Context: an optimization exercise on an open-source flow, tuned for small area. The choices shown serve that exercise and are no tape-out recipe.
In this exercise RTL edits were held to simulation tests only and were not proved equivalent to the original.
Power is estimated from default activity; no workload was simulated.

## flow/design.v (module list and top-level ports; edited modules follow where they fit)
// module REG8_hold: 12 lines
// module REG24_hold: 12 lines
// module FA: 6 lines
// module HA: 6 lines
// module PE_c2: 264 lines
// module PE_c3: 152 lines
// module PE_c4: 153 lines
// module CSUM_out: 15 lines
// module PEreg_c1: 9 lines
// module PEreg_c2: 17 lines
// module PEreg_c3: 16 lines
// module PEreg_c4: 16 lines
// module Arr4x4: 99 lines
module Arr4x4(Err_mac, Err_mult,
             w1_in, w2_in, w3_in, w4_in,
             a1_in, a2_in, a3_in, a4_in,
             w1_out, w2_out, w3_out, w4_out,
             a1_out, a2_out, a3_out, a4_out,
             c1_out, c2_out, c3_out, c4_out,
             clk, rst_n, hold);
  // ...
==> flow/flow/run.sh <==
#!/bin/bash
# Standard layout, with one netlist step added after synthesis: invpush6.py
# removes inverters around full-adder cells (a full adder is self-dual, and a
# nand2 of two signals is a nor2 of their complements), which
# leaves the logic and every register unchanged. Ports are buffered with buf_1.
set -euo pipefail
W=$(pwd)
R=$W/orfs/results/$FLOW_PLATFORM/Arr4x4/base
bash standard.sh synth > $W/synth.log 2>&1
python3 $W/flow/invpush6.py $R/1_2_yosys.v $R/1_2_yosys_invpush.v 6 150000 > $W/invpush.log 2>&1
cp $R/1_2_yosys.v $W/1_2_yosys_standard.v
mv $R/1_2_yosys_invpush.v $R/1_2_yosys.v
rm -f $R/1_synth.odb $R/1_synth.sdc
bash standard.sh "BUFFER_PORTS_ARGS=-buffer_cell sky130_fd_sc_hd__buf_1" REMOVE_ABC_BUFFERS=1 finish > $W/layout.log 2>&1
==> flow/standard.sh <==
#!/bin/bash
# synth_recipe.tcl (not shown) runs the flow's synth.tcl, then flattens the netlist and writes it again
# the make line also repeats each setting of config.mk as NAME=value (left out here)
make -C /OpenROAD-flow-scripts/flow DESIGN_CONFIG=/design/flow/config.mk WORK_HOME=/design/flow/orfs CLKGATE_MAP_FILE= SYNTH_SCRIPT=/design/flow/synth_recipe.tcl "${@:-finish}"
==> flow/config.mk <==
export PLATFORM = sky130hd
export DESIGN_NAME = Arr4x4
export DESIGN_NICKNAME = Arr4x4
export VERILOG_FILES = /design/flow/design.v
export SDC_FILE = /design/flow/constraint.sdc
export NUM_CORES = 4
export LEC_CHECK = 0
export ABC_AREA = 1
export CAP_MARGIN = 5
export CORE_MARGIN = 2
export CORE_UTILIZATION = 60
export CTS_BUF_LIST = sky130_fd_sc_hd__clkbuf_16
export CTS_CLUSTER_DIAMETER = 100
export CTS_CLUSTER_SIZE = 25
export SLEW_MARGIN = 5
==> flow/constraint.sdc <==
create_clock -name core_clock -period 7.5 [get_ports {clk}]
set_input_delay 1.5000 -clock core_clock [delete_from_list [all_inputs] [get_ports {clk}]]
set_output_delay 1.5000 -clock core_clock [all_outputs]
set_load 0.01 [all_outputs]
Not shown: flow/flow/invpush6.py
==> impl_metrics.tcl, run 1 <==
set metrics [dict create \
    via_count 26300 \
    timing_worst_setup_path_type "in -> reg" \
    power_frac_seq 0.299 \
    grt_util_all_layers 0.302 \
    worst_ir_drop_vdd_uv 357 \
    synth_area_mm2 0.0421 \
    power.clock.fraction 0.127 \
    worst_r2r_setup_slack_ns 1.01 \
    seq-cell-share 0.277 \
    globalRouteOverflowTotal 0 \
    layout.nonclk_buf_frac 0.0296 \
    worst_setup_path_startpoint "Err_mult[6]" \
    slew_headroom 0.330 \
    layoutNonFillerInstCount 4780 \
    drive_gt1_frac 0.0406 \
    grt_use_met3 0.0347 \
    numCtsBuffers 28 \
    post_cts_buffers 0 \
    ioPinCount 259 \
    cp.arrival_ns 7.36 \
    result_of_the_run "timing/DRC/antenna clean" \
    start_util 0.603 \
    port_buffers 258 \
    rr_startpoint "PE21.regE.out[1]" \
    routed_wirelength_um 103000 \
    postLayoutSetupSlackWorst_ns 0.641 \
    dp_hpwl_um 86000 \
    commonest_cells_after_routing_fill_and_taps_aside "940 x sky130_fd_sc_hd__fa_1, 908 x sky130_fd_sc_hd__nor2_1, 492 x sky130_fd_sc_hd__dfrtp_1" \
    met2WireLength_um 53700 \
    routed_wire_length_per_instance_um 21.5 \
    drt-initial-drc-count 1797 \
    multi_input_area_mm2 0.0275 \
    min_path_cells 0 \
    fp.coreArea_mm2 0.0698 \
    area.growth.synth_to_final_pct 5.88 \
    dieArea_mm2 0.0723 \
    n_multi_input_combinational_cell 2658 \
    final_hold_viol_count 0 \
    combinationalPower_uw 7740 \
    max_freq_ghz 0.146 \
    critical_path.reg2reg.endpoint "PE22.regC.out[10]" \
    globalRoute.busiestLayer "met2" \
    worstSetupEndpoint "PE32.regC.out[15]" \
    row_count 97 \
]
==> module PE_c3, before the edit <==
module PE_c3(Err_mac, Err_mult, w, a, c_in, k_in, c_out, k_out);
input Err_mac, Err_mult;
input [7:0] w, a;
input [16:0] c_in;
input [0:0] k_in;
output [16:0] c_out;
output [0:0] k_out;
wire [7:0] x = {a[7] & ~Err_mult, a[6:0]};
wire [7:0] y = {w[7:2] & {6{~(Err_mac | Err_mult)}}, w[1] & ~Err_mac, ~Err_mac & (Err_mult ? ~w[1] : w[0])};
wire n1, n2, n3, n4, n5, n6, n7, n8, n9, n10, n11, n12, n13, n14, n15, n16, n17, n18, n19, n20, n21, n22, n23, n24, n25, n26, n27, n28, n29, n30, n31, n32, n33, n34, n35, n36, n37, n38, n39, n40, n41, n42, n43, n44, n45, n46, n47, n48, n49, n50, n51, n52, n53, n54, n55, n56, n57, n58, n59, n60, n61, n62, n63, n64, n65, n66, n67, n68, n69, n70, n71, n72, n73, n74, n75, n76, n77, n78, n79, n80, n81, n82, n83, n84, n85, n86, n87, n88, n89, n90, n91, n92, n93, n94, n95, n96, n97, n98, n99, n100, n101, n102, n103, n104, n105, n106, n107, n108, n109, n110, n111, n112, n113, n114, n115, n116, n117, n118, n119, n120, n121, n122, n123, n124, n125, n126, n127, n128, n129, n130, n131, n132, n133, n134, n135, n136, n137, n138, n139, n140, n141, n142, n143, n144, n145, n146, n147, n148, n149, n150, n151, n152, n153, n154, n155, n156, n157, n158, n159, n160, n161, n162, n163, n164, n165, n166, n167, n168, n169, n170, n171, n172, n173, n174, n175, n176, n177, n178, n179, n180, n181, n182, n183, n184, n185, n186, n187, n188, n189, n190, n191, n192, n193, n194, n195, n196, n197, n198, n199, n200, n201, n202, n203, n204, n205, n206, n207, n208, n209, n210, n211, n212;
assign n1 = x[0] & y[0];
assign n2 = x[0] & y[1];
assign n3 = x[0] & y[2];
assign n4 = x[0] & y[3];
assign n5 = x[0] & y[4];
assign n6 = x[0] & y[5];
assign n7 = x[0] & y[6];
assign n8 = ~(x[0] & y[7]);
assign n9 = x[1] & y[0];
assign n10 = x[1] & y[1];
assign n11 = x[1] & y[2];
assign n12 = x[1] & y[3];
assign n13 = x[1] & y[4];
assign n14 = x[1] & y[5];
assign n15 = x[1] & y[6];
assign n16 = ~(x[1] & y[7]);
assign n17 = x[2] & y[0];
assign n18 = x[2] & y[1];
assign n19 = x[2] & y[2];
assign n20 = x[2] & y[3];
assign n21 = x[2] & y[4];
assign n22 = x[2] & y[5];
assign n23 = x[2] & y[6];
assign n24 = ~(x[2] & y[7]);
assign n25 = x[3] & y[0];
assign n26 = x[3] & y[1];
assign n27 = x[3] & y[2];
assign n28 = x[3] & y[3];
assign n29 = x[3] & y[4];
assign n30 = x[3] & y[5];
assign n31 = x[3] & y[6];
assign n32 = ~(x[3] & y[7]);
assign n33 = x[4] & y[0];
assign n34 = x[4] & y[1];
assign n35 = x[4] & y[2];
assign n36 = x[4] & y[3];
assign n37 = x[4] & y[4];
assign n38 = x[4] & y[5];
assign n39 = x[4] & y[6];
assign n40 = ~(x[4] & y[7]);
assign n41 = x[5] & y[0];
assign n42 = x[5] & y[1];
assign n43 = x[5] & y[2];
assign n44 = x[5] & y[3];
assign n45 = x[5] & y[4];
assign n46 = x[5] & y[5];
assign n47 = x[5] & y[6];
assign n48 = ~(x[5] & y[7]);
assign n49 = x[6] & y[0];
assign n50 = x[6] & y[1];
assign n51 = x[6] & y[2];
assign n52 = x[6] & y[3];
assign n53 = x[6] & y[4];
assign n54 = x[6] & y[5];
assign n55 = x[6] & y[6];
assign n56 = ~(x[6] & y[7]);
assign n57 = ~(x[7] & y[0]);
assign n58 = ~(x[7] & y[1]);
assign n59 = ~(x[7] & y[2]);
assign n60 = ~(x[7] & y[3]);
assign n61 = ~(x[7] & y[4]);
assign n62 = ~(x[7] & y[5]);
assign n63 = ~(x[7] & y[6]);
assign n64 = x[7] & y[7];
assign n65 = ~c_in[16];
FA u_n66 (n2, n9, c_in[1], n66, n67);
FA u_n68 (n3, n10, n17, n68, n69);
FA u_n70 (n4, n11, n18, n70, n71);
FA u_n72 (n5, n12, n19, n72, n73);
FA u_n74 (n26, n33, c_in[4], n74, n75);
FA u_n76 (n6, n13, n20, n76, n77);
FA u_n78 (n27, n34, n41, n78, n79);
FA u_n80 (n7, n14, n21, n80, n81);
FA u_n82 (n28, n35, n42, n82, n83);
FA u_n84 (n8, n15, n22, n84, n85);
FA u_n86 (n29, n36, n43, n86, n87);
FA u_n88 (n50, n57, c_in[7], n88, n89);
FA u_n90 (n16, n23, n30, n90, n91);
FA u_n92 (n37, n44, n51, n92, n93);
FA u_n94 (n58, c_in[8], 1'b1, n94, n95);
FA u_n96 (n24, n31, n38, n96, n97);
FA u_n98 (n45, n52, n59, n98, n99);
FA u_n100 (n32, n39, n46, n100, n101);
FA u_n102 (n53, n60, c_in[10], n102, n103);
FA u_n104 (n40, n47, n54, n104, n105);
FA u_n106 (n61, c_in[11], k_in[0], n106, n107);
FA u_n108 (n48, n55, n62, n108, n109);
FA u_n110 (n56, n63, c_in[13], n110, n111);
FA u_n112 (n67, n68, c_in[2], n112, n113);
FA u_n114 (n69, n70, n25, n114, n115);
FA u_n116 (n71, n72, n74, n116, n117);
FA u_n118 (n73, n75, n76, n118, n119);
FA u_n120 (n77, n79, n80, n120, n121);
FA u_n122 (n82, n49, c_in[6], n122, n123);
FA u_n124 (n81, n83, n84, n124, n125);
FA u_n126 (n85, n87, n89, n126, n127);
FA u_n128 (n90, n92, n94, n128, n129);
FA u_n130 (n91, n93, n95, n130, n131);
FA u_n132 (n96, n98, c_in[9], n132, n133);
FA u_n134 (n97, n99, n100, n134, n135);
FA u_n136 (n101, n103, n104, n136, n137);
FA u_n138 (n105, n107, n108, n138, n139);
FA u_n140 (n111, n64, c_in[14], n140, n141);
FA u_n142 (n113, n114, c_in[3], n142, n143);
FA u_n144 (n117, n118, n78, n144, n145);
FA u_n146 (n119, n120, n122, n146, n147);
FA u_n148 (n121, n123, n124, n148, n149);
FA u_n150 (n125, n126, n128, n150, n151);
FA u_n152 (n127, n129, n130, n152, n153);
FA u_n154 (n131, n133, n134, n154, n155);
FA u_n156 (n135, n136, n106, n156, n157);
FA u_n158 (n137, n138, c_in[12], n158, n159);
FA u_n160 (n139, n109, n110, n160, n161);
FA u_n162 (n141, c_in[15], 1'b1, n162, n163);
FA u_n164 (n143, n115, n116, n164, n165);
FA u_n166 (n147, n148, n86, n166, n167);
FA u_n168 (n151, n152, n132, n168, n169);
FA u_n170 (n153, n154, n102, n170, n171);
FA u_n172 (n165, n144, c_in[5], n172, n173);
FA u_n174 (n167, n149, n150, n174, n175);
FA u_n176 (n171, n155, n156, n176, n177);
FA u_n178 (n173, n145, n146, n178, n179);
FA u_n180 (n177, n157, n158, n180, n181);
FA u_n182 (n179, n166, n88, n182, n183);
FA u_n184 (n181, n159, n160, n184, n185);
FA u_n186 (n185, n161, n140, n186, n187);
HA u_n188 (n1, c_in[0], n188, n189);
HA u_n190 (n66, n189, n190, n191);
HA u_n192 (n112, n191, n192, n193);
HA u_n194 (n142, n193, n194, n195);
HA u_n196 (n164, n195, n196, n197);
HA u_n198 (n172, n197, n198, n199);
HA u_n200 (n178, n199, n200, n201);
HA u_n202 (n182, n201, n202, n203);
FA u_n204 (n183, n174, n203, n204, n205);
FA u_n206 (n175, n168, n205, n206, n207);
FA u_n208 (n169, n170, n207, n208, n209);
HA u_n210 (n187, n162, n210, n211);
assign n212 = n163 ^ n65 ^ n211;
assign c_out = {n212, n210, n186, n184, n180, n176, n208, n206, n204, n202, n200, n198, n196, n194, n192, n190, n188};
assign k_out = {n209};
endmodule
==> module PEreg_c1, before the edit <==
module PEreg_c1(Err_mac, Err_mult, w_in, a_in, w_out, a_out, mac_d, mult_d, clk, rst_n, hold);
input [7:0] w_in, a_in;
input Err_mac, Err_mult, clk, rst_n, hold;
output [7:0] w_out, a_out;
output mac_d, mult_d;
REG8_hold regW(clk, rst_n, w_in, w_out, hold);
REG8_hold regA(clk, rst_n, a_in, a_out, 1'b0);
REG24_hold #(2) regE(clk, rst_n, {Err_mac, Err_mult}, {mac_d, mult_d});
endmodule
==> module PEreg_c2, before the edit <==
module PEreg_c2(Err_mac, Err_mult, w_in, a_in, a1, mac1, mult1, hold_d, w_out, a_out, c_out, k_out, clk, rst_n, hold);
input [7:0] w_in, a_in;
input Err_mac, Err_mult, clk, rst_n, hold;
output [7:0] w_out, a_out;
output [16:0] c_out;
output [0:0] k_out;
wire [16:0] p_sum;
wire [0:0] p_k;
input [7:0] a1;
input mac1, mult1, hold_d;
wire [7:0] w1 = hold_d ? w_in : w_out;
PE_c2 PE_no_reg(Err_mac, Err_mult, w_out, a_out, w1, a1, mac1, mult1, p_sum, p_k);
REG8_hold regW(clk, rst_n, w_in, w_out, hold);
REG8_hold regA(clk, rst_n, a_in, a_out, 1'b0);
REG24_hold #(17) regC(clk, rst_n, p_sum, c_out);
REG24_hold #(1) regK(clk, rst_n, p_k, k_out);
endmodule
==> module PEreg_c3, before the edit <==
module PEreg_c3(Err_mac, Err_mult, w_in, a_in, c_in, k_in, w_out, a_out, c_out, k_out, clk, rst_n, hold);
input [7:0] w_in, a_in;
input [16:0] c_in;
input [0:0] k_in;
input Err_mac, Err_mult, clk, rst_n, hold;
output [7:0] w_out, a_out;
output [16:0] c_out;
output [0:0] k_out;
wire [16:0] p_sum;
wire [0:0] p_k;
PE_c3 PE_no_reg(Err_mac, Err_mult, w_out, a_out, c_in, k_in, p_sum, p_k);
REG8_hold regW(clk, rst_n, w_in, w_out, hold);
REG8_hold regA(clk, rst_n, a_in, a_out, 1'b0);
REG24_hold #(17) regC(clk, rst_n, p_sum, c_out);
REG24_hold #(1) regK(clk, rst_n, p_k, k_out);
endmodule
==> module Arr4x4, before the edit <==
module Arr4x4(Err_mac, Err_mult,
             w1_in, w2_in, w3_in, w4_in,
             a1_in, a2_in, a3_in, a4_in,
             w1_out, w2_out, w3_out, w4_out,
             a1_out, a2_out, a3_out, a4_out,
             c1_out, c2_out, c3_out, c4_out,
             clk, rst_n, hold);
input [7:0] w1_in, w2_in, w3_in, w4_in;
input [7:0] a1_in, a2_in, a3_in, a4_in;
input clk, rst_n, hold;
input [15:0] Err_mac, Err_mult;
output [7:0] w1_out, w2_out, w3_out, w4_out;
output [7:0] a1_out, a2_out, a3_out, a4_out;
output [23:0] c1_out, c2_out, c3_out, c4_out;
wire [7:0] w11, a11;
wire [15:0] c11;
wire [0:0] k11;
wire [7:0] w12, a12;
wire [16:0] c12;
wire [0:0] k12;
wire [7:0] w13, a13;
wire [16:0] c13;
wire [0:0] k13;
wire [7:0] w14, a14;
wire [17:0] c14;
wire [0:0] k14;
wire [7:0] w21, a21;
wire [15:0] c21;
wire [0:0] k21;
wire [7:0] w22, a22;
wire [16:0] c22;
wire [0:0] k22;
wire [7:0] w23, a23;
wire [16:0] c23;
wire [0:0] k23;
wire [7:0] w24, a24;
wire [17:0] c24;
wire [0:0] k24;
wire [7:0] w31, a31;
wire [15:0] c31;
wire [0:0] k31;
wire [7:0] w32, a32;
wire [16:0] c32;
wire [0:0] k32;
wire [7:0] w33, a33;
wire [16:0] c33;
wire [0:0] k33;
wire [7:0] w34, a34;
wire [17:0] c34;
wire [0:0] k34;
wire [7:0] w41, a41;
wire [15:0] c41;
wire [0:0] k41;
wire [7:0] w42, a42;
wire [16:0] c42;
wire [0:0] k42;
wire [7:0] w43, a43;
wire [16:0] c43;
wire [0:0] k43;
wire [7:0] w44, a44;
wire [17:0] c44;
wire [0:0] k44;
wire hold_d;
wire [7:0] a51;
REG24_hold #(1) regH(clk, rst_n, hold, hold_d);
REG8_hold regA5(clk, rst_n, a41, a51, 1'b0);
wire mac11, mult11;
wire mac21, mult21;
wire mac31, mult31;
wire mac41, mult41;
PEreg_c1 PE11(Err_mac[0], Err_mult[0], w1_in, a1_in, w11, a11, mac11, mult11, clk, rst_n, hold);
PEreg_c1 PE21(Err_mac[1], Err_mult[1], w2_in, a11, w21, a21, mac21, mult21, clk, rst_n, hold);
PEreg_c1 PE31(Err_mac[2], Err_mult[2], w3_in, a21, w31, a31, mac31, mult31, clk, rst_n, hold);
PEreg_c1 PE41(Err_mac[3], Err_mult[3], w4_in, a31, w41, a41, mac41, mult41, clk, rst_n, hold);
PEreg_c2 PE12(Err_mac[4], Err_mult[4], w11, a2_in, a21, mac11, mult11, hold_d, w12, a12, c12, k12, clk, rst_n, hold);
PEreg_c2 PE22(Err_mac[5], Err_mult[5], w21, a12, a31, mac21, mult21, hold_d, w22, a22, c22, k22, clk, rst_n, hold);
PEreg_c2 PE32(Err_mac[6], Err_mult[6], w31, a22, a41, mac31, mult31, hold_d, w32, a32, c32, k32, clk, rst_n, hold);
PEreg_c2 PE42(Err_mac[7], Err_mult[7], w41, a32, a51, mac41, mult41, hold_d, w42, a42, c42, k42, clk, rst_n, hold);
PEreg_c3 PE13(Err_mac[8], Err_mult[8], w12, a3_in, c12, k12, w13, a13, c13, k13, clk, rst_n, hold);
PEreg_c3 PE23(Err_mac[9], Err_mult[9], w22, a13, c22, k22, w23, a23, c23, k23, clk, rst_n, hold);
PEreg_c3 PE33(Err_mac[10], Err_mult[10], w32, a23, c32, k32, w33, a33, c33, k33, clk, rst_n, hold);
PEreg_c3 PE43(Err_mac[11], Err_mult[11], w42, a33, c42, k42, w43, a43, c43, k43, clk, rst_n, hold);
PEreg_c4 PE14(Err_mac[12], Err_mult[12], w13, a4_in, c13, k13, w14, a14, c14, k14, clk, rst_n, hold);
PEreg_c4 PE24(Err_mac[13], Err_mult[13], w23, a14, c23, k23, w24, a24, c24, k24, clk, rst_n, hold);
PEreg_c4 PE34(Err_mac[14], Err_mult[14], w33, a24, c33, k33, w34, a34, c34, k34, clk, rst_n, hold);
PEreg_c4 PE44(Err_mac[15], Err_mult[15], w43, a34, c43, k43, w44, a44, c44, k44, clk, rst_n, hold);
CSUM_out out1(c14, k14, c1_out);
assign w1_out = w14;
assign a1_out = a41;
CSUM_out out2(c24, k24, c2_out);
assign w2_out = w24;
assign a2_out = a42;
CSUM_out out3(c34, k34, c3_out);
assign w3_out = w34;
assign a3_out = a43;
CSUM_out out4(c44, k44, c4_out);
assign w4_out = w44;
assign a4_out = a44;
endmodule
==> run 2: changes to the inputs <==
==> flow/design.v (replaced) <==
module REG8_hold(clk,rst_n,in,out,s);
parameter N=8;
input clk,s,rst_n;
input [N-1:0] in;
output [N-1:0] out;
reg [N-1:0] out;
always @ (posedge clk or negedge rst_n)
begin
    if (!rst_n) out <= {N{1'b0}};
    else if (!s) out <= in;
end
endmodule
module REG24_hold(clk,rst_n,in,out);
parameter N=24;
input clk,rst_n;
input [N-1:0] in;
output [N-1:0] out;
reg [N-1:0] out;
always @ (posedge clk or negedge rst_n)
begin
    if (!rst_n) out <= {N{1'b0}};
    else out <= in;
end
endmodule
module FA(a, b, c, s, co);
input a, b, c;
output s, co;
assign s = a ^ b ^ c;
assign co = (a & b) | (a & c) | (b & c);
endmodule
module HA(a, b, s, co);
input a, b;
output s, co;
assign s = a ^ b;
assign co = a & b;
endmodule
module PE_c3(Err_mac, Err_mult, w, a, w1, a1, mac1, mult1, w2, a2, mac2, mult2, c_out, k_out);
input Err_mac, Err_mult;
input [7:0] w, a;
output [16:0] c_out;
output [0:0] k_out;
wire [7:0] x = {a[7] & ~Err_mult, a[6:0]};
wire [7:0] y = {w[7:2] & {6{~(Err_mac | Err_mult)}}, w[1] & ~Err_mac, ~Err_mac & (Err_mult ? ~w[1] : w[0])};
input [7:0] w1, a1;
input mac1, mult1;
wire [7:0] x1 = {a1[7] & ~mult1, a1[6:0]};
wire [7:0] y1 = {w1[7:2] & {6{~(mac1 | mult1)}}, w1[1] & ~mac1, ~mac1 & (mult1 ? ~w1[1] : w1[0])};
input [7:0] w2, a2;
input mac2, mult2;
wire [7:0] x2 = {a2[7] & ~mult2, a2[6:0]};
wire [7:0] y2 = {w2[7:2] & {6{~(mac2 | mult2)}}, w2[1] & ~mac2, ~mac2 & (mult2 ? ~w2[1] : w2[0])};
wire n1, n2, n3, n4, n5, n6, n7, n8, n9, n10, n11, n12, n13, n14, n15, n16, n17, n18, n19, n20, n21, n22, n23, n24, n25, n26, n27, n28, n29, n30, n31, n32, n33, n34, n35, n36, n37, n38, n39, n40, n41, n42, n43, n44, n45, n46, n47, n48, n49, n50, n51, n52, n53, n54, n55, n56, n57, n58, n59, n60, n61, n62, n63, n64, n65, n66, n67, n68, n69, n70, n71, n72, n73, n74, n75, n76, n77, n78, n79, n80, n81, n82, n83, n84, n85, n86, n87, n88, n89, n90, n91, n92, n93, n94, n95, n96, n97, n98, n99, n100, n101, n102, n103, n104, n105, n106, n107, n108, n109, n110, n111, n112, n113, n114, n115, n116, n117, n118, n119, n120, n121, n122, n123, n124, n125, n126, n127, n128, n129, n130, n131, n132, n133, n134, n135, n136, n137, n138, n139, n140, n141, n142, n143, n144, n145, n146, n147, n148, n149, n150, n151, n152, n153, n154, n155, n156, n157, n158, n159, n160, n161, n162, n163, n164, n165, n166, n167, n168, n169, n170, n171, n172, n173, n174, n175, n176, n177, n178, n179, n180, n181, n182, n183, n184, n185, n186, n187, n188, n189, n190, n191, n192, n193, n194, n195, n196, n197, n198, n199, n200, n201, n202, n203, n204, n205, n206, n207, n208, n209, n210, n211, n212, n213, n214, n215, n216, n217, n218, n219, n220, n221, n222, n223, n224, n225, n226, n227, n228, n229, n230, n231, n232, n233, n234, n235, n236, n237, n238, n239, n240, n241, n242, n243, n244, n245, n246, n247, n248, n249, n250, n251, n252, n253, n254, n255, n256, n257, n258, n259, n260, n261, n262, n263, n264, n265, n266, n267, n268, n269, n270, n271, n272, n273, n274, n275, n276, n277, n278, n279, n280, n281, n282, n283, n284, n285, n286, n287, n288, n289, n290, n291, n292, n293, n294, n295, n296, n297, n298, n299, n300, n301, n302, n303, n304, n305, n306, n307, n308, n309, n310, n311, n312, n313, n314, n315, n316, n317, n318, n319, n320, n321, n322, n323, n324, n325, n326, n327, n328, n329, n330, n331, n332, n333, n334, n335, n336, n337, n338, n339, n340, n341, n342, n343, n344, n345, n346, n347, n348, n349, n350, n351, n352, n353, n354, n355, n356, n357, n358, n359, n360, n361, n362, n363, n364, n365, n366, n367, n368, n369, n370, n371, n372, n373, n374, n375, n376, n377, n378, n379, n380, n381, n382, n383, n384, n385, n386, n387, n388, n389, n390, n391, n392, n393, n394, n395, n396, n397, n398, n399, n400, n401, n402, n403, n404, n405, n406, n407, n408, n409, n410, n411, n412, n413, n414, n415, n416, n417, n418, n419, n420, n421, n422, n423, n424, n425, n426, n427, n428, n429, n430, n431, n432, n433, n434, n435, n436, n437, n438, n439, n440, n441, n442, n443, n444, n445, n446, n447, n448, n449, n450, n451, n452, n453, n454, n455, n456, n457, n458, n459, n460, n461, n462, n463, n464, n465, n466, n467, n468, n469, n470, n471, n472, n473, n474, n475, n476, n477, n478, n479, n480, n481, n482, n483, n484, n485, n486, n487, n488, n489, n490, n491, n492, n493, n494, n495, n496, n497, n498, n499, n500, n501, n502, n503, n504, n505, n506, n507, n508, n509, n510, n511, n512, n513, n514, n515, n516, n517, n518, n519, n520, n521, n522, n523, n524, n525, n526, n527, n528, n529, n530, n531, n532, n533, n534, n535, n536, n537, n538, n539, n540, n541, n542, n543, n544, n545, n546, n547, n548, n549, n550, n551, n552, n553, n554, n555, n556, n557, n558, n559, n560, n561;
assign n1 = x[0] & y[0];
assign n2 = x[0] & y[1];
assign n3 = x[0] & y[2];
assign n4 = x[0] & y[3];
assign n5 = x[0] & y[4];
assign n6 = x[0] & y[5];
assign n7 = x[0] & y[6];
assign n8 = ~(x[0] & y[7]);
assign n9 = x[1] & y[0];
assign n10 = x[1] & y[1];
assign n11 = x[1] & y[2];
assign n12 = x[1] & y[3];
assign n13 = x[1] & y[4];
assign n14 = x[1] & y[5];
assign n15 = x[1] & y[6];
assign n16 = ~(x[1] & y[7]);
assign n17 = x[2] & y[0];
assign n18 = x[2] & y[1];
assign n19 = x[2] & y[2];
assign n20 = x[2] & y[3];
assign n21 = x[2] & y[4];
assign n22 = x[2] & y[5];
assign n23 = x[2] & y[6];
assign n24 = ~(x[2] & y[7]);
assign n25 = x[3] & y[0];
assign n26 = x[3] & y[1];
assign n27 = x[3] & y[2];
assign n28 = x[3] & y[3];
assign n29 = x[3] & y[4];
assign n30 = x[3] & y[5];
assign n31 = x[3] & y[6];
assign n32 = ~(x[3] & y[7]);
assign n33 = x[4] & y[0];
assign n34 = x[4] & y[1];
assign n35 = x[4] & y[2];
assign n36 = x[4] & y[3];
assign n37 = x[4] & y[4];
assign n38 = x[4] & y[5];
assign n39 = x[4] & y[6];
assign n40 = ~(x[4] & y[7]);
assign n41 = x[5] & y[0];
assign n42 = x[5] & y[1];
assign n43 = x[5] & y[2];
assign n44 = x[5] & y[3];
assign n45 = x[5] & y[4];
assign n46 = x[5] & y[5];
assign n47 = x[5] & y[6];
assign n48 = ~(x[5] & y[7]);
assign n49 = x[6] & y[0];
assign n50 = x[6] & y[1];
assign n51 = x[6] & y[2];
assign n52 = x[6] & y[3];
assign n53 = x[6] & y[4];
assign n54 = x[6] & y[5];
assign n55 = x[6] & y[6];
assign n56 = ~(x[6] & y[7]);
assign n57 = ~(x[7] & y[0]);
assign n58 = ~(x[7] & y[1]);
assign n59 = ~(x[7] & y[2]);
assign n60 = ~(x[7] & y[3]);
assign n61 = ~(x[7] & y[4]);
assign n62 = ~(x[7] & y[5]);
assign n63 = ~(x[7] & y[6]);
assign n64 = x[7] & y[7];
assign n65 = x1[0] & y1[0];
assign n66 = x1[0] & y1[1];
assign n67 = x1[0] & y1[2];
assign n68 = x1[0] & y1[3];
assign n69 = x1[0] & y1[4];
assign n70 = x1[0] & y1[5];
assign n71 = x1[0] & y1[6];
assign n72 = ~(x1[0] & y1[7]);
assign n73 = x1[1] & y1[0];
assign n74 = x1[1] & y1[1];
assign n75 = x1[1] & y1[2];
assign n76 = x1[1] & y1[3];
assign n77 = x1[1] & y1[4];
assign n78 = x1[1] & y1[5];
assign n79 = x1[1] & y1[6];
assign n80 = ~(x1[1] & y1[7]);
assign n81 = x1[2] & y1[0];
assign n82 = x1[2] & y1[1];
assign n83 = x1[2] & y1[2];
assign n84 = x1[2] & y1[3];
assign n85 = x1[2] & y1[4];
assign n86 = x1[2] & y1[5];
assign n87 = x1[2] & y1[6];
assign n88 = ~(x1[2] & y1[7]);
assign n89 = x1[3] & y1[0];
assign n90 = x1[3] & y1[1];
assign n91 = x1[3] & y1[2];
assign n92 = x1[3] & y1[3];
assign n93 = x1[3] & y1[4];
assign n94 = x1[3] & y1[5];
assign n95 = x1[3] & y1[6];
assign n96 = ~(x1[3] & y1[7]);
assign n97 = x1[4] & y1[0];
assign n98 = x1[4] & y1[1];
assign n99 = x1[4] & y1[2];
assign n100 = x1[4] & y1[3];
assign n101 = x1[4] & y1[4];
assign n102 = x1[4] & y1[5];
assign n103 = x1[4] & y1[6];
assign n104 = ~(x1[4] & y1[7]);
assign n105 = x1[5] & y1[0];
assign n106 = x1[5] & y1[1];
assign n107 = x1[5] & y1[2];
assign n108 = x1[5] & y1[3];
assign n109 = x1[5] & y1[4];
assign n110 = x1[5] & y1[5];
assign n111 = x1[5] & y1[6];
assign n112 = ~(x1[5] & y1[7]);
assign n113 = x1[6] & y1[0];
assign n114 = x1[6] & y1[1];
assign n115 = x1[6] & y1[2];
assign n116 = x1[6] & y1[3];
assign n117 = x1[6] & y1[4];
assign n118 = x1[6] & y1[5];
assign n119 = x1[6] & y1[6];
assign n120 = ~(x1[6] & y1[7]);
assign n121 = ~(x1[7] & y1[0]);
assign n122 = ~(x1[7] & y1[1]);
assign n123 = ~(x1[7] & y1[2]);
assign n124 = ~(x1[7] & y1[3]);
assign n125 = ~(x1[7] & y1[4]);
assign n126 = ~(x1[7] & y1[5]);
assign n127 = ~(x1[7] & y1[6]);
assign n128 = x1[7] & y1[7];
assign n129 = x2[0] & y2[0];
assign n130 = x2[0] & y2[1];
assign n131 = x2[0] & y2[2];
assign n132 = x2[0] & y2[3];
assign n133 = x2[0] & y2[4];
assign n134 = x2[0] & y2[5];
assign n135 = x2[0] & y2[6];
assign n136 = ~(x2[0] & y2[7]);
assign n137 = x2[1] & y2[0];
assign n138 = x2[1] & y2[1];
assign n139 = x2[1] & y2[2];
assign n140 = x2[1] & y2[3];
assign n141 = x2[1] & y2[4];
assign n142 = x2[1] & y2[5];
assign n143 = x2[1] & y2[6];
assign n144 = ~(x2[1] & y2[7]);
assign n145 = x2[2] & y2[0];
assign n146 = x2[2] & y2[1];
assign n147 = x2[2] & y2[2];
assign n148 = x2[2] & y2[3];
assign n149 = x2[2] & y2[4];
assign n150 = x2[2] & y2[5];
assign n151 = x2[2] & y2[6];
assign n152 = ~(x2[2] & y2[7]);
assign n153 = x2[3] & y2[0];
assign n154 = x2[3] & y2[1];
assign n155 = x2[3] & y2[2];
assign n156 = x2[3] & y2[3];
assign n157 = x2[3] & y2[4];
assign n158 = x2[3] & y2[5];
assign n159 = x2[3] & y2[6];
assign n160 = ~(x2[3] & y2[7]);
assign n161 = x2[4] & y2[0];
assign n162 = x2[4] & y2[1];
assign n163 = x2[4] & y2[2];
assign n164 = x2[4] & y2[3];
assign n165 = x2[4] & y2[4];
assign n166 = x2[4] & y2[5];
assign n167 = x2[4] & y2[6];
assign n168 = ~(x2[4] & y2[7]);
assign n169 = x2[5] & y2[0];
assign n170 = x2[5] & y2[1];
assign n171 = x2[5] & y2[2];
assign n172 = x2[5] & y2[3];
assign n173 = x2[5] & y2[4];
assign n174 = x2[5] & y2[5];
assign n175 = x2[5] & y2[6];
assign n176 = ~(x2[5] & y2[7]);
assign n177 = x2[6] & y2[0];
assign n178 = x2[6] & y2[1];
assign n179 = x2[6] & y2[2];
assign n180 = x2[6] & y2[3];
assign n181 = x2[6] & y2[4];
assign n182 = x2[6] & y2[5];
assign n183 = x2[6] & y2[6];
assign n184 = ~(x2[6] & y2[7]);
assign n185 = ~(x2[7] & y2[0]);
assign n186 = ~(x2[7] & y2[1]);
assign n187 = ~(x2[7] & y2[2]);
assign n188 = ~(x2[7] & y2[3]);
assign n189 = ~(x2[7] & y2[4]);
assign n190 = ~(x2[7] & y2[5]);
assign n191 = ~(x2[7] & y2[6]);
assign n192 = x2[7] & y2[7];
FA u_n193 (n1, n65, n129, n193, n194);
FA u_n195 (n2, n9, n66, n195, n196);
FA u_n197 (n73, n130, n137, n197, n198);
FA u_n199 (n3, n10, n17, n199, n200);
FA u_n201 (n67, n74, n81, n201, n202);
FA u_n203 (n131, n138, n145, n203, n204);
FA u_n205 (n4, n11, n18, n205, n206);
FA u_n207 (n25, n68, n75, n207, n208);
FA u_n209 (n82, n89, n132, n209, n210);
FA u_n211 (n139, n146, n153, n211, n212);
FA u_n213 (n5, n12, n19, n213, n214);
FA u_n215 (n26, n33, n69, n215, n216);
FA u_n217 (n76, n83, n90, n217, n218);
FA u_n219 (n97, n133, n140, n219, n220);
FA u_n221 (n147, n154, n161, n221, n222);
FA u_n223 (n6, n13, n20, n223, n224);
FA u_n225 (n27, n34, n41, n225, n226);
FA u_n227 (n70, n77, n84, n227, n228);
FA u_n229 (n91, n98, n105, n229, n230);
FA u_n231 (n134, n141, n148, n231, n232);
FA u_n233 (n155, n162, n169, n233, n234);
FA u_n235 (n7, n14, n21, n235, n236);
FA u_n237 (n28, n35, n42, n237, n238);
FA u_n239 (n49, n71, n78, n239, n240);
FA u_n241 (n85, n92, n99, n241, n242);
FA u_n243 (n106, n113, n135, n243, n244);
FA u_n245 (n142, n149, n156, n245, n246);
FA u_n247 (n163, n170, n177, n247, n248);
FA u_n249 (n8, n15, n22, n249, n250);
FA u_n251 (n29, n36, n43, n251, n252);
FA u_n253 (n50, n57, n72, n253, n254);
FA u_n255 (n79, n86, n93, n255, n256);
FA u_n257 (n100, n107, n114, n257, n258);
FA u_n259 (n121, n136, n143, n259, n260);
FA u_n261 (n150, n157, n164, n261, n262);
FA u_n263 (n171, n178, n185, n263, n264);
FA u_n265 (n16, n23, n30, n265, n266);
FA u_n267 (n37, n44, n51, n267, n268);
FA u_n269 (n58, n80, n87, n269, n270);
FA u_n271 (n94, n101, n108, n271, n272);
FA u_n273 (n115, n122, n144, n273, n274);
FA u_n275 (n151, n158, n165, n275, n276);
FA u_n277 (n172, n179, n186, n277, n278);
FA u_n279 (n24, n31, n38, n279, n280);
FA u_n281 (n45, n52, n59, n281, n282);
FA u_n283 (n88, n95, n102, n283, n284);
FA u_n285 (n109, n116, n123, n285, n286);
FA u_n287 (n152, n159, n166, n287, n288);
FA u_n289 (n173, n180, n187, n289, n290);
FA u_n291 (n32, n39, n46, n291, n292);
FA u_n293 (n53, n60, n96, n293, n294);
FA u_n295 (n103, n110, n117, n295, n296);
FA u_n297 (n124, n160, n167, n297, n298);
FA u_n299 (n174, n181, n188, n299, n300);
FA u_n301 (n40, n47, n54, n301, n302);
FA u_n303 (n61, n104, n111, n303, n304);
FA u_n305 (n118, n125, n168, n305, n306);
FA u_n307 (n175, n182, n189, n307, n308);
FA u_n309 (n48, n55, n62, n309, n310);
FA u_n311 (n112, n119, n126, n311, n312);
FA u_n313 (n176, n183, n190, n313, n314);
FA u_n315 (n56, n63, n120, n315, n316);
FA u_n317 (n127, n184, n191, n317, n318);
FA u_n319 (n64, n128, n192, n319, n320);
FA u_n321 (n194, n195, n197, n321, n322);
FA u_n323 (n196, n198, n199, n323, n324);
FA u_n325 (n200, n202, n204, n325, n326);
FA u_n327 (n205, n207, n209, n327, n328);
FA u_n329 (n206, n208, n210, n329, n330);
FA u_n331 (n212, n213, n215, n331, n332);
FA u_n333 (n217, n219, n221, n333, n334);
FA u_n335 (n214, n216, n218, n335, n336);
FA u_n337 (n220, n222, n223, n337, n338);
FA u_n339 (n225, n227, n229, n339, n340);
FA u_n341 (n224, n226, n228, n341, n342);
FA u_n343 (n230, n232, n234, n343, n344);
FA u_n345 (n235, n237, n239, n345, n346);
FA u_n347 (n241, n243, n245, n347, n348);
FA u_n349 (n236, n238, n240, n349, n350);
FA u_n351 (n242, n244, n246, n351, n352);
FA u_n353 (n248, n249, n251, n353, n354);
FA u_n355 (n253, n255, n257, n355, n356);
FA u_n357 (n259, n261, n263, n357, n358);
FA u_n359 (n250, n252, n254, n359, n360);
FA u_n361 (n256, n258, n260, n361, n362);
FA u_n363 (n262, n264, n265, n363, n364);
FA u_n365 (n267, n269, n271, n365, n366);
FA u_n367 (n273, n275, n277, n367, n368);
FA u_n369 (n266, n268, n270, n369, n370);
FA u_n371 (n272, n274, n276, n371, n372);
FA u_n373 (n278, n279, n281, n373, n374);
FA u_n375 (n283, n285, n287, n375, n376);
FA u_n377 (n280, n282, n284, n377, n378);
FA u_n379 (n286, n288, n290, n379, n380);
FA u_n381 (n291, n293, n295, n381, n382);
FA u_n383 (n292, n294, n296, n383, n384);
FA u_n385 (n298, n300, n301, n385, n386);
FA u_n387 (n303, n305, n307, n387, n388);
FA u_n389 (n302, n304, n306, n389, n390);
FA u_n391 (n308, n309, n311, n391, n392);
FA u_n393 (n310, n312, n314, n393, n394);
FA u_n395 (n316, n318, n319, n395, n396);
FA u_n397 (n322, n323, n201, n397, n398);
FA u_n399 (n324, n325, n327, n399, n400);
FA u_n401 (n326, n328, n329, n401, n402);
FA u_n403 (n330, n332, n334, n403, n404);
FA u_n405 (n335, n337, n339, n405, n406);
FA u_n407 (n336, n338, n340, n407, n408);
FA u_n409 (n341, n343, n345, n409, n410);
FA u_n411 (n342, n344, n346, n411, n412);
FA u_n413 (n348, n349, n351, n413, n414);
FA u_n415 (n353, n355, n357, n415, n416);
FA u_n417 (n350, n352, n354, n417, n418);
FA u_n419 (n356, n358, n359, n419, n420);
FA u_n421 (n361, n363, n365, n421, n422);
FA u_n423 (n360, n362, n364, n423, n424);
FA u_n425 (n366, n368, n369, n425, n426);
FA u_n427 (n371, n373, n375, n427, n428);
FA u_n429 (n370, n372, n374, n429, n430);
FA u_n431 (n376, n377, n379, n431, n432);
FA u_n433 (n381, n297, n299, n433, n434);
FA u_n435 (n378, n380, n382, n435, n436);
FA u_n437 (n383, n385, n387, n437, n438);
FA u_n439 (n384, n386, n388, n439, n440);
FA u_n441 (n389, n391, n313, n441, n442);
FA u_n443 (n390, n392, n393, n443, n444);
FA u_n445 (n396, n320, 1'b1, n445, n446);
FA u_n447 (n398, n399, n211, n447, n448);
FA u_n449 (n400, n401, n331, n449, n450);
FA u_n451 (n402, n403, n405, n451, n452);
FA u_n453 (n404, n406, n407, n453, n454);
FA u_n455 (n409, n347, n247, n455, n456);
FA u_n457 (n408, n410, n411, n457, n458);
FA u_n459 (n412, n414, n416, n459, n460);
FA u_n461 (n417, n419, n421, n461, n462);
FA u_n463 (n418, n420, n422, n463, n464);
FA u_n465 (n423, n425, n427, n465, n466);
FA u_n467 (n424, n426, n428, n467, n468);
FA u_n469 (n429, n431, n433, n469, n470);
FA u_n471 (n430, n432, n434, n471, n472);
FA u_n473 (n436, n438, n439, n473, n474);
FA u_n475 (n440, n442, n443, n475, n476);
FA u_n477 (n444, n394, n395, n477, n478);
FA u_n479 (n448, n449, n333, n479, n480);
FA u_n481 (n450, n451, n231, n481, n482);
FA u_n483 (n452, n453, n455, n483, n484);
FA u_n485 (n454, n456, n457, n485, n486);
FA u_n487 (n458, n459, n461, n487, n488);
FA u_n489 (n460, n462, n463, n489, n490);
FA u_n491 (n465, n289, 1'b1, n491, n492);
FA u_n493 (n464, n466, n467, n493, n494);
FA u_n495 (n468, n470, n471, n495, n496);
FA u_n497 (n472, n473, n441, n497, n498);
FA u_n499 (n474, n475, n315, n499, n500);
FA u_n501 (n480, n481, n233, n501, n502);
FA u_n503 (n484, n485, n413, n503, n504);
FA u_n505 (n486, n487, n367, n505, n506);
FA u_n507 (n488, n489, n491, n507, n508);
FA u_n509 (n490, n492, n493, n509, n510);
FA u_n511 (n494, n495, n435, n511, n512);
FA u_n513 (n498, n499, n317, n513, n514);
FA u_n515 (n500, n476, n477, n515, n516);
FA u_n517 (n502, n482, n483, n517, n518);
FA u_n519 (n504, n505, 1'b1, n519, n520);
FA u_n521 (n508, n509, n469, n521, n522);
FA u_n523 (n510, n511, n437, n523, n524);
FA u_n525 (n512, n496, n497, n525, n526);
FA u_n527 (n516, n478, n445, n527, n528);
FA u_n529 (n518, n503, n415, n529, n530);
FA u_n531 (n520, n506, n507, n531, n532);
HA u_n533 (n397, n203, n533, n534);
HA u_n535 (n447, n534, n535, n536);
HA u_n537 (n479, n536, n537, n538);
HA u_n539 (n501, n538, n539, n540);
HA u_n541 (n517, n540, n541, n542);
HA u_n543 (n529, n542, n543, n544);
FA u_n545 (n530, n519, n544, n545, n546);
HA u_n547 (n531, n546, n547, n548);
FA u_n549 (n532, n521, n548, n549, n550);
HA u_n551 (n522, n523, n551, n552);
FA u_n553 (n524, n525, n552, n553, n554);
FA u_n555 (n526, n513, n554, n555, n556);
FA u_n557 (n514, n515, n556, n557, n558);
HA u_n559 (n527, n558, n559, n560);
assign n561 = n528 ^ n446 ^ n560;
assign c_out = {n561, n559, n557, n555, n553, n551, n549, n547, n545, n543, n541, n539, n537, n535, n533, n321, n193};
assign k_out = {n550};
endmodule
module PE_c4(Err_mac, Err_mult, w, a, c_in, k_in, c_out, k_out);
input Err_mac, Err_mult;
input [7:0] w, a;
input [16:0] c_in;
input [0:0] k_in;
output [17:0] c_out;
output [0:0] k_out;
wire [7:0] x = {a[7] & ~Err_mult, a[6:0]};
wire [7:0] y = {w[7:2] & {6{~(Err_mac | Err_mult)}}, w[1] & ~Err_mac, ~Err_mac & (Err_mult ? ~w[1] : w[0])};
wire n1, n2, n3, n4, n5, n6, n7, n8, n9, n10, n11, n12, n13, n14, n15, n16, n17, n18, n19, n20, n21, n22, n23, n24, n25, n26, n27, n28, n29, n30, n31, n32, n33, n34, n35, n36, n37, n38, n39, n40, n41, n42, n43, n44, n45, n46, n47, n48, n49, n50, n51, n52, n53, n54, n55, n56, n57, n58, n59, n60, n61, n62, n63, n64, n65, n66, n67, n68, n69, n70, n71, n72, n73, n74, n75, n76, n77, n78, n79, n80, n81, n82, n83, n84, n85, n86, n87, n88, n89, n90, n91, n92, n93, n94, n95, n96, n97, n98, n99, n100, n101, n102, n103, n104, n105, n106, n107, n108, n109, n110, n111, n112, n113, n114, n115, n116, n117, n118, n119, n120, n121, n122, n123, n124, n125, n126, n127, n128, n129, n130, n131, n132, n133, n134, n135, n136, n137, n138, n139, n140, n141, n142, n143, n144, n145, n146, n147, n148, n149, n150, n151, n152, n153, n154, n155, n156, n157, n158, n159, n160, n161, n162, n163, n164, n165, n166, n167, n168, n169, n170, n171, n172, n173, n174, n175, n176, n177, n178, n179, n180, n181, n182, n183, n184, n185, n186, n187, n188, n189, n190, n191, n192, n193, n194, n195, n196, n197, n198, n199, n200, n201, n202, n203, n204, n205, n206, n207, n208, n209, n210, n211, n212, n213, n214;
assign n1 = x[0] & y[0];
assign n2 = x[0] & y[1];
assign n3 = x[0] & y[2];
assign n4 = x[0] & y[3];
assign n5 = x[0] & y[4];
assign n6 = x[0] & y[5];
assign n7 = x[0] & y[6];
assign n8 = ~(x[0] & y[7]);
assign n9 = x[1] & y[0];
assign n10 = x[1] & y[1];
assign n11 = x[1] & y[2];
assign n12 = x[1] & y[3];
assign n13 = x[1] & y[4];
assign n14 = x[1] & y[5];
assign n15 = x[1] & y[6];
assign n16 = ~(x[1] & y[7]);
assign n17 = x[2] & y[0];
assign n18 = x[2] & y[1];
assign n19 = x[2] & y[2];
assign n20 = x[2] & y[3];
assign n21 = x[2] & y[4];
assign n22 = x[2] & y[5];
assign n23 = x[2] & y[6];
assign n24 = ~(x[2] & y[7]);
assign n25 = x[3] & y[0];
assign n26 = x[3] & y[1];
assign n27 = x[3] & y[2];
assign n28 = x[3] & y[3];
assign n29 = x[3] & y[4];
assign n30 = x[3] & y[5];
assign n31 = x[3] & y[6];
assign n32 = ~(x[3] & y[7]);
assign n33 = x[4] & y[0];
assign n34 = x[4] & y[1];
assign n35 = x[4] & y[2];
assign n36 = x[4] & y[3];
assign n37 = x[4] & y[4];
assign n38 = x[4] & y[5];
assign n39 = x[4] & y[6];
assign n40 = ~(x[4] & y[7]);
assign n41 = x[5] & y[0];
assign n42 = x[5] & y[1];
assign n43 = x[5] & y[2];
assign n44 = x[5] & y[3];
assign n45 = x[5] & y[4];
assign n46 = x[5] & y[5];
assign n47 = x[5] & y[6];
assign n48 = ~(x[5] & y[7]);
assign n49 = x[6] & y[0];
assign n50 = x[6] & y[1];
assign n51 = x[6] & y[2];
assign n52 = x[6] & y[3];
assign n53 = x[6] & y[4];
assign n54 = x[6] & y[5];
assign n55 = x[6] & y[6];
assign n56 = ~(x[6] & y[7]);
assign n57 = ~(x[7] & y[0]);
assign n58 = ~(x[7] & y[1]);
assign n59 = ~(x[7] & y[2]);
assign n60 = ~(x[7] & y[3]);
assign n61 = ~(x[7] & y[4]);
assign n62 = ~(x[7] & y[5]);
assign n63 = ~(x[7] & y[6]);
assign n64 = x[7] & y[7];
assign n65 = ~c_in[16];
FA u_n66 (n2, n9, c_in[1], n66, n67);
FA u_n68 (n3, n10, n17, n68, n69);
FA u_n70 (n4, n11, n18, n70, n71);
FA u_n72 (n5, n12, n19, n72, n73);
FA u_n74 (n26, n33, c_in[4], n74, n75);
FA u_n76 (n6, n13, n20, n76, n77);
FA u_n78 (n27, n34, n41, n78, n79);
FA u_n80 (n7, n14, n21, n80, n81);
FA u_n82 (n28, n35, n42, n82, n83);
FA u_n84 (n8, n15, n22, n84, n85);
FA u_n86 (n29, n36, n43, n86, n87);
FA u_n88 (n50, n57, c_in[7], n88, n89);
FA u_n90 (n16, n23, n30, n90, n91);
FA u_n92 (n37, n44, n51, n92, n93);
FA u_n94 (n58, c_in[8], 1'b1, n94, n95);
FA u_n96 (n24, n31, n38, n96, n97);
FA u_n98 (n45, n52, n59, n98, n99);
FA u_n100 (n32, n39, n46, n100, n101);
FA u_n102 (n53, n60, c_in[10], n102, n103);
FA u_n104 (n40, n47, n54, n104, n105);
FA u_n106 (n61, c_in[11], k_in[0], n106, n107);
FA u_n108 (n48, n55, n62, n108, n109);
FA u_n110 (n56, n63, c_in[13], n110, n111);
FA u_n112 (n67, n68, c_in[2], n112, n113);
FA u_n114 (n69, n70, n25, n114, n115);
FA u_n116 (n71, n72, n74, n116, n117);
FA u_n118 (n73, n75, n76, n118, n119);
FA u_n120 (n77, n79, n80, n120, n121);
FA u_n122 (n82, n49, c_in[6], n122, n123);
FA u_n124 (n81, n83, n84, n124, n125);
FA u_n126 (n85, n87, n89, n126, n127);
FA u_n128 (n90, n92, n94, n128, n129);
FA u_n130 (n91, n93, n95, n130, n131);
FA u_n132 (n96, n98, c_in[9], n132, n133);
FA u_n134 (n97, n99, n100, n134, n135);
FA u_n136 (n101, n103, n104, n136, n137);
FA u_n138 (n105, n107, n108, n138, n139);
FA u_n140 (n111, n64, c_in[14], n140, n141);
FA u_n142 (n113, n114, c_in[3], n142, n143);
FA u_n144 (n117, n118, n78, n144, n145);
FA u_n146 (n119, n120, n122, n146, n147);
FA u_n148 (n121, n123, n124, n148, n149);
FA u_n150 (n125, n126, n128, n150, n151);
FA u_n152 (n127, n129, n130, n152, n153);
FA u_n154 (n131, n133, n134, n154, n155);
FA u_n156 (n135, n136, n106, n156, n157);
FA u_n158 (n137, n138, c_in[12], n158, n159);
FA u_n160 (n139, n109, n110, n160, n161);
FA u_n162 (n141, c_in[15], 1'b1, n162, n163);
FA u_n164 (n143, n115, n116, n164, n165);
FA u_n166 (n147, n148, n86, n166, n167);
FA u_n168 (n151, n152, n132, n168, n169);
FA u_n170 (n153, n154, n102, n170, n171);
FA u_n172 (n165, n144, c_in[5], n172, n173);
FA u_n174 (n167, n149, n150, n174, n175);
FA u_n176 (n171, n155, n156, n176, n177);
FA u_n178 (n173, n145, n146, n178, n179);
FA u_n180 (n177, n157, n158, n180, n181);
FA u_n182 (n179, n166, n88, n182, n183);
FA u_n184 (n181, n159, n160, n184, n185);
FA u_n186 (n185, n161, n140, n186, n187);
HA u_n188 (n1, c_in[0], n188, n189);
HA u_n190 (n66, n189, n190, n191);
HA u_n192 (n112, n191, n192, n193);
HA u_n194 (n142, n193, n194, n195);
HA u_n196 (n164, n195, n196, n197);
HA u_n198 (n172, n197, n198, n199);
HA u_n200 (n178, n199, n200, n201);
HA u_n202 (n182, n201, n202, n203);
FA u_n204 (n183, n174, n203, n204, n205);
FA u_n206 (n175, n168, n205, n206, n207);
FA u_n208 (n169, n170, n207, n208, n209);
HA u_n210 (n187, n162, n210, n211);
FA u_n212 (n163, n65, n211, n212, n213);
assign n214 = 1'b1 ^ n213;
assign c_out = {n214, n212, n210, n186, n184, n180, n176, n208, n206, n204, n202, n200, n198, n196, n194, n192, n190, n188};
assign k_out = {n209};
endmodule
module CSUM_out(s, k, c);
input [17:0] s;
input [0:0] k;
output [23:0] c;
wire n1, n2, n3, n4, n5, n6, n7, n8, n9, n10, n11, n12, n13;
HA u_n1 (s[11], k[0], n1, n2);
HA u_n3 (s[12], n2, n3, n4);
HA u_n5 (s[13], n4, n5, n6);
HA u_n7 (s[14], n6, n7, n8);
HA u_n9 (s[15], n8, n9, n10);
HA u_n11 (s[16], n10, n11, n12);
assign n13 = s[17] ^ n12;
wire [17:0] r = {n13, n11, n9, n7, n5, n3, n1, s[10], s[9], s[8], s[7], s[6], s[5], s[4], s[3], s[2], s[1], s[0]};
assign c = {{6{r[17]}}, r};
endmodule
module PEreg_c1(Err_mac, Err_mult, w_in, a_in, w_out, a_out, mac_d, mult_d, clk, rst_n, hold);
input [7:0] w_in, a_in;
input Err_mac, Err_mult, clk, rst_n, hold;
output [7:0] w_out, a_out;
output mac_d, mult_d;
REG8_hold regW(clk, rst_n, w_in, w_out, hold);
REG8_hold regA(clk, rst_n, a_in, a_out, 1'b0);
wire [1:0] e1;
REG24_hold #(2) regE1(clk, rst_n, {Err_mac, Err_mult}, e1);
wire [1:0] e2;
REG24_hold #(2) regE2(clk, rst_n, e1, e2);
assign {mac_d, mult_d} = e2;
endmodule
module PEreg_c2(Err_mac, Err_mult, w_in, a_in, w_out, a_out, mac_d, mult_d, clk, rst_n, hold);
input [7:0] w_in, a_in;
input Err_mac, Err_mult, clk, rst_n, hold;
output [7:0] w_out, a_out;
output mac_d, mult_d;
REG8_hold regW(clk, rst_n, w_in, w_out, hold);
REG8_hold regA(clk, rst_n, a_in, a_out, 1'b0);
wire [1:0] e1;
REG24_hold #(2) regE1(clk, rst_n, {Err_mac, Err_mult}, e1);
assign {mac_d, mult_d} = e1;
endmodule
module PEreg_c3(Err_mac, Err_mult, w_in, a_in, w1, a1, mac1, mult1, w2, a2, mac2, mult2, w_out, a_out, c_out, k_out, clk, rst_n, hold);
input [7:0] w_in, a_in;
input Err_mac, Err_mult, clk, rst_n, hold;
output [7:0] w_out, a_out;
output [16:0] c_out;
output [0:0] k_out;
wire [16:0] p_sum;
wire [0:0] p_k;
input [7:0] w1, a1;
input mac1, mult1;
input [7:0] w2, a2;
input mac2, mult2;
PE_c3 PE_no_reg(Err_mac, Err_mult, w_out, a_out, w1, a1, mac1, mult1, w2, a2, mac2, mult2, p_sum, p_k);
REG8_hold regW(clk, rst_n, w_in, w_out, hold);
REG8_hold regA(clk, rst_n, a_in, a_out, 1'b0);
REG24_hold #(17) regC(clk, rst_n, p_sum, c_out);
REG24_hold #(1) regK(clk, rst_n, p_k, k_out);
endmodule
module PEreg_c4(Err_mac, Err_mult, w_in, a_in, c_in, k_in, w_out, a_out, c_out, k_out, clk, rst_n, hold);
input [7:0] w_in, a_in;
input [16:0] c_in;
input [0:0] k_in;
input Err_mac, Err_mult, clk, rst_n, hold;
output [7:0] w_out, a_out;
output [17:0] c_out;
output [0:0] k_out;
wire [17:0] p_sum;
wire [0:0] p_k;
PE_c4 PE_no_reg(Err_mac, Err_mult, w_out, a_out, c_in, k_in, p_sum, p_k);
REG8_hold regW(clk, rst_n, w_in, w_out, hold);
REG8_hold regA(clk, rst_n, a_in, a_out, 1'b0);
REG24_hold #(18) regC(clk, rst_n, p_sum, c_out);
REG24_hold #(1) regK(clk, rst_n, p_k, k_out);
endmodule
module Arr4x4(Err_mac, Err_mult,
             w1_in, w2_in, w3_in, w4_in,
             a1_in, a2_in, a3_in, a4_in,
             w1_out, w2_out, w3_out, w4_out,
             a1_out, a2_out, a3_out, a4_out,
             c1_out, c2_out, c3_out, c4_out,
             clk, rst_n, hold);
input [7:0] w1_in, w2_in, w3_in, w4_in;
input [7:0] a1_in, a2_in, a3_in, a4_in;
input clk, rst_n, hold;
input [15:0] Err_mac, Err_mult;
output [7:0] w1_out, w2_out, w3_out, w4_out;
output [7:0] a1_out, a2_out, a3_out, a4_out;
output [23:0] c1_out, c2_out, c3_out, c4_out;
wire [7:0] w11, a11;
wire mac11, mult11;
wire [7:0] w12, a12;
wire mac12, mult12;
wire [7:0] w13, a13;
wire [16:0] c13;
wire [0:0] k13;
wire [7:0] w14, a14;
wire [17:0] c14;
wire [0:0] k14;
wire [7:0] w21, a21;
wire mac21, mult21;
wire [7:0] w22, a22;
wire mac22, mult22;
wire [7:0] w23, a23;
wire [16:0] c23;
wire [0:0] k23;
wire [7:0] w24, a24;
wire [17:0] c24;
wire [0:0] k24;
wire [7:0] w31, a31;
wire mac31, mult31;
wire [7:0] w32, a32;
wire mac32, mult32;
wire [7:0] w33, a33;
wire [16:0] c33;
wire [0:0] k33;
wire [7:0] w34, a34;
wire [17:0] c34;
wire [0:0] k34;
wire [7:0] w41, a41;
wire mac41, mult41;
wire [7:0] w42, a42;
wire mac42, mult42;
wire [7:0] w43, a43;
wire [16:0] c43;
wire [0:0] k43;
wire [7:0] w44, a44;
wire [17:0] c44;
wire [0:0] k44;
wire [1:0] hold_d;
REG24_hold #(1) regH1(clk, rst_n, hold, hold_d[0]);
REG24_hold #(1) regH2(clk, rst_n, hold_d[0], hold_d[1]);
wire [7:0] a51;
REG8_hold regA51(clk, rst_n, a41, a51, 1'b0);
wire [7:0] a61;
REG8_hold regA61(clk, rst_n, a51, a61, 1'b0);
wire [7:0] a52;
REG8_hold regA52(clk, rst_n, a42, a52, 1'b0);
PEreg_c1 PE11(Err_mac[0], Err_mult[0], w1_in, a1_in, w11, a11, mac11, mult11, clk, rst_n, hold);
PEreg_c1 PE21(Err_mac[1], Err_mult[1], w2_in, a11, w21, a21, mac21, mult21, clk, rst_n, hold);
PEreg_c1 PE31(Err_mac[2], Err_mult[2], w3_in, a21, w31, a31, mac31, mult31, clk, rst_n, hold);
PEreg_c1 PE41(Err_mac[3], Err_mult[3], w4_in, a31, w41, a41, mac41, mult41, clk, rst_n, hold);
PEreg_c2 PE12(Err_mac[4], Err_mult[4], w11, a2_in, w12, a12, mac12, mult12, clk, rst_n, hold);
PEreg_c2 PE22(Err_mac[5], Err_mult[5], w21, a12, w22, a22, mac22, mult22, clk, rst_n, hold);
PEreg_c2 PE32(Err_mac[6], Err_mult[6], w31, a22, w32, a32, mac32, mult32, clk, rst_n, hold);
PEreg_c2 PE42(Err_mac[7], Err_mult[7], w41, a32, w42, a42, mac42, mult42, clk, rst_n, hold);
wire [1:0] n11 = {1'b0, ~hold_d[0]} + {1'b0, ~hold_d[1]};
wire [7:0] wsel11 = (n11 == 2'd0) ? w11 : (n11 == 2'd1) ? w12 : w13;
wire [1:0] n12 = {1'b0, ~hold_d[0]};
wire [7:0] wsel12 = (n12 == 2'd0) ? w12 : w13;
PEreg_c3 PE13(Err_mac[8], Err_mult[8], w12, a3_in, wsel11, a31, mac11, mult11, wsel12, a22, mac12, mult12, w13, a13, c13, k13, clk, rst_n, hold);
wire [1:0] n21 = {1'b0, ~hold_d[0]} + {1'b0, ~hold_d[1]};
wire [7:0] wsel21 = (n21 == 2'd0) ? w21 : (n21 == 2'd1) ? w22 : w23;
wire [1:0] n22 = {1'b0, ~hold_d[0]};
wire [7:0] wsel22 = (n22 == 2'd0) ? w22 : w23;
PEreg_c3 PE23(Err_mac[9], Err_mult[9], w22, a13, wsel21, a41, mac21, mult21, wsel22, a32, mac22, mult22, w23, a23, c23, k23, clk, rst_n, hold);
wire [1:0] n31 = {1'b0, ~hold_d[0]} + {1'b0, ~hold_d[1]};
wire [7:0] wsel31 = (n31 == 2'd0) ? w31 : (n31 == 2'd1) ? w32 : w33;
wire [1:0] n32 = {1'b0, ~hold_d[0]};
wire [7:0] wsel32 = (n32 == 2'd0) ? w32 : w33;
PEreg_c3 PE33(Err_mac[10], Err_mult[10], w32, a23, wsel31, a51, mac31, mult31, wsel32, a42, mac32, mult32, w33, a33, c33, k33, clk, rst_n, hold);
wire [1:0] n41 = {1'b0, ~hold_d[0]} + {1'b0, ~hold_d[1]};
wire [7:0] wsel41 = (n41 == 2'd0) ? w41 : (n41 == 2'd1) ? w42 : w43;
wire [1:0] n42 = {1'b0, ~hold_d[0]};
wire [7:0] wsel42 = (n42 == 2'd0) ? w42 : w43;
PEreg_c3 PE43(Err_mac[11], Err_mult[11], w42, a33, wsel41, a61, mac41, mult41, wsel42, a52, mac42, mult42, w43, a43, c43, k43, clk, rst_n, hold);
PEreg_c4 PE14(Err_mac[12], Err_mult[12], w13, a4_in, c13, k13, w14, a14, c14, k14, clk, rst_n, hold);
PEreg_c4 PE24(Err_mac[13], Err_mult[13], w23, a14, c23, k23, w24, a24, c24, k24, clk, rst_n, hold);
PEreg_c4 PE34(Err_mac[14], Err_mult[14], w33, a24, c33, k33, w34, a34, c34, k34, clk, rst_n, hold);
PEreg_c4 PE44(Err_mac[15], Err_mult[15], w43, a34, c43, k43, w44, a44, c44, k44, clk, rst_n, hold);
CSUM_out out1(c14, k14, c1_out);
assign w1_out = w14;
assign a1_out = a41;
CSUM_out out2(c24, k24, c2_out);
assign w2_out = w24;
assign a2_out = a42;
CSUM_out out3(c34, k34, c3_out);
assign w3_out = w34;
assign a3_out = a43;
CSUM_out out4(c44, k44, c4_out);
assign w4_out = w44;
assign a4_out = a44;
endmodule
==> run 2 against run 1 <==
Final cell count up 2.7%. Synthesized area down 1.4%. Fmax down 5.1%. Register-to-register slack worse by 0.74 ns. Critical path depth up 7. Worst hold slack worse by 0.0054 ns. Clock power up 5%. Sequential share of layout area down 2.2 points. Core utilization up 1.1 points. Critical path type is now reg -> reg. Critical endpoint is now PE43.regC.out[16]. Largest power group unchanged.
==> impl_metrics.tcl, run 2 <==
set metrics [dict create \
    worstSetupEndpointType "flop" \
    setup_viol 0 \
    worst_r2r_setup_slack_ns 0.27 \
    floorplan.die.height_um 267 \
    p_sw_frac 0.450 \
    port_buffers 258 \
    layoutNonFillerInstCount 4908 \
    timing.critical_path.slowest_stage_cell "sky130_fd_sc_hd__fa_1" \
    final_net_count 5118 \
    ioPinCount 259 \
    cts_sinks 454 \
    drt_antenna_net_count 0 \
    slew_violations 0 \
    routed_wirelength_um 116000 \
    reg2reg_depth 22 \
    total_switching_power_uw 6780 \
    routed_wire_length_per_instance_um 23.6 \
    slew_headroom 0.363 \
    row_count 96 \
    clockBufferDepth 3 \
    critPathMostFrequentCell "sky130_fd_sc_hd__fa_1" \
    rr_startpoint "regH1.out" \
    via_count 27500 \
    number_of_antenna_violations_at_the_first_check_in_global_routing 4 \
    post-route-period-util 0.964 \
    globalRouteOverflowTotal 0 \
    insertion_delay_ns 0.63 \
    yosys_warning_count 5 \
    synth_area_mm2 0.0415 \
    pwr-share-comb 0.641 \
    internal_power_uw 8300 \
    drc_errors 0 \
    dpl.cell_count 4862 \
    grt_setup_unrepaired "yes" \
    power.clock.fraction 0.119 \
    hold_path.startpoint "PE12.regA.out[4]" \
    numCtsBuffers 28 \
    fp.coreArea_mm2 0.0686 \
    worst_ir_drop_vdd_uv 489 \
    timing_worst_setup_path_type "reg -> reg" \
    max_freq_ghz 0.138 \
    clock_input_transition_at_the_sequential_cells_of_the_worst_setup_and_hold_paths_ns 0.10 \
    power_density_mw_per_mm2 339 \
    gpl.final_weighted_congestion 1.00 \
    drtPass1Iterations 5 \
    layout.cells.most_common "sky130_fd_sc_hd__fa_1" \
    grt_util_all_layers 0.348 \
    clock-skew-final_ns 0.0225 \
    result_of_the_run "timing/DRC/antenna clean" \
    cts_tree "built" \
    postSynthAreaPerCell_um2 11.2 \
    timing.critical_path.cells "ha_2 -> buf_12 -> nand2_1 -> o211ai_1 -> nand2_1 -> inv_2 -> nand2_1 -> fa_1 -> fa_1 -> fa_1 -> fa_1 -> fa_1 -> fa_1 -> inv_1 -> fa_1 -> ha_1 -> fa_1 -> fa_1 -> fa_1 -> ha_1 -> xnor2_1 -> xor2_1" \
    grt_first_pass_wirelength_um 183000 \
    drt-initial-drc-count 2405 \
    detail_route.vias_per_cell 5.61 \
    timing.critical_path.fanout_max 42 \
    cp.arrival_ns 7.73 \
    start_util 0.605 \
    final_hold_viol_count 0 \
    critical_path.reg2reg.endpoint "PE43.regC.out[16]" \
    worst_setup_path_start_kind "flop" \
    cts-hold-fix-buffers 0 \
    min_path_cells 0 \
    power_leakage_uw 0.0190 \
    total_power_uw 15100 \
    postLayoutSetupSlackWorst_ns 0.270 \
    synthesis.instances 3713 \
    drive_gt1_frac 0.0561 \
    die_x_um 267 \
    area.growth.synth_to_final_pct 7.34 \
    cp_slowest_stage_delay_ns 0.54 \
    power_frac_seq 0.241 \
    antennaDiodeCount 0 \
    cts-root-buf "sky130_fd_sc_hd__clkbuf_16" \
    largest_net_degree_at_the_start_of_global_routing 166 \
    worst_hold_slack_across_all_endpoints_ns 0.346 \
    h-tree-depth 1 \
    commonest_cells_after_routing_fill_and_taps_aside "940 x sky130_fd_sc_hd__fa_1, 758 x sky130_fd_sc_hd__nand2_1, 454 x sky130_fd_sc_hd__dfrtp_1" \
    detailedPlace.worstSlack_ns -0.355 \
    tightestPinTransition_ns 0.955 \
    dp_hpwl_um 97000 \
    hold_wc_path_type "reg -> reg" \
    worstHoldEndpoint "PE22.regA.out[4]" \
    critPathRequiredTime_ns 8.00 \
    dieArea_mm2 0.0713 \
    setup-tns-final_ns 0 \
    vias_in_the_first_global_route 30900 \
    final.min_clock_period_ns 7.23 \
    drv.max_cap_violation_count 0 \
]
==> run 2: how the worst max path moves through the flow <==
stage | start | endpoint | slack [ns] | cells after the start
floorplan | regH1.out | PE33.regC.out[16] | -0.51 | 21
global placement | Err_mac[10] | PE33.regC.out[16] | -0.28 | 20
global route | regH1.out | PE43.regC.out[16] | -0.02 | 22
detailed placement | Err_mac[10] | PE33.regC.out[16] | -0.35 | 20
finish | regH1.out | PE43.regC.out[16] | 0.27 | 22
CTS | regH1.out | PE33.regC.out[16] | 0.06 | 22
==> run 2: per-stage QoR <==
stage	cell area, um2	util
2_1_floorplan	40500	-
3_3_place_gp	43500	0.635
3_5_place_dp	43500	0.635
4_1_cts	44500	0.649
5_1_grt	44600	0.650
6_report	44600	0.650
==> run 2: power groups by stage <==
stage / sequential (uW) / clock (uW) / combinational, uW
after floorplan: 3590 / 0 / 6370
after CTS: 3630 / 1830 / 9890
after global placement: 3670 / 0 / 9450
final: 3630 / 1790 / 9670
after global routing: 3680 / 1920 / 11100
after detailed placement: 3680 / 0 / 9780
==> run 2: area by class of cell <==
type,count,area [um2]
Multi-Input combinational cell,2701,27600
Fill cell,5419,24000
Sequential cell,454,11400
Timing Repair Buffer,362,1860
Inverter,415,1570
Tap cell,931,1160
Clock buffer,29,726
Clock inverter,16,255
==> run 2: metal layers <==
layer / wire (um) / up-vias / GRT usage
met4: 5390 / 4 / 0.142
met5: 24 / - / 0
met3: 8920 / 272 / 0.0579
met2: 56300 / 1253 / 0.555
met1: 45400 / 14400 / 0.482
li1: - / 11600 / -
==> run 2: what timing repair did <==
action,in CTS,in global routing
setup buffers,0,1
endpoints found under the setup margin,0,8
resized for setup,0,24
==> run 2: worst max-delay path: cells and delay by family (launching register included) <==
family,cells,cell delay (ns)
adders and majority gates,13,5.34
buffers and inverters,3,0.53
and+or+nand+nor,3,0.43
DFF,1,0.41
xor gates and xnor gates,2,0.27
AOI/OAI and AO/OA,1,0.10

Check on run 2: ideal ports give 0.270 ns setup slack; a clkbuf_16 on the clock port and buf_2 on the inputs give 0.270 ns; moving port delays by the midpoint clock arrival (0.685 ns) as well gives -0.362 ns.
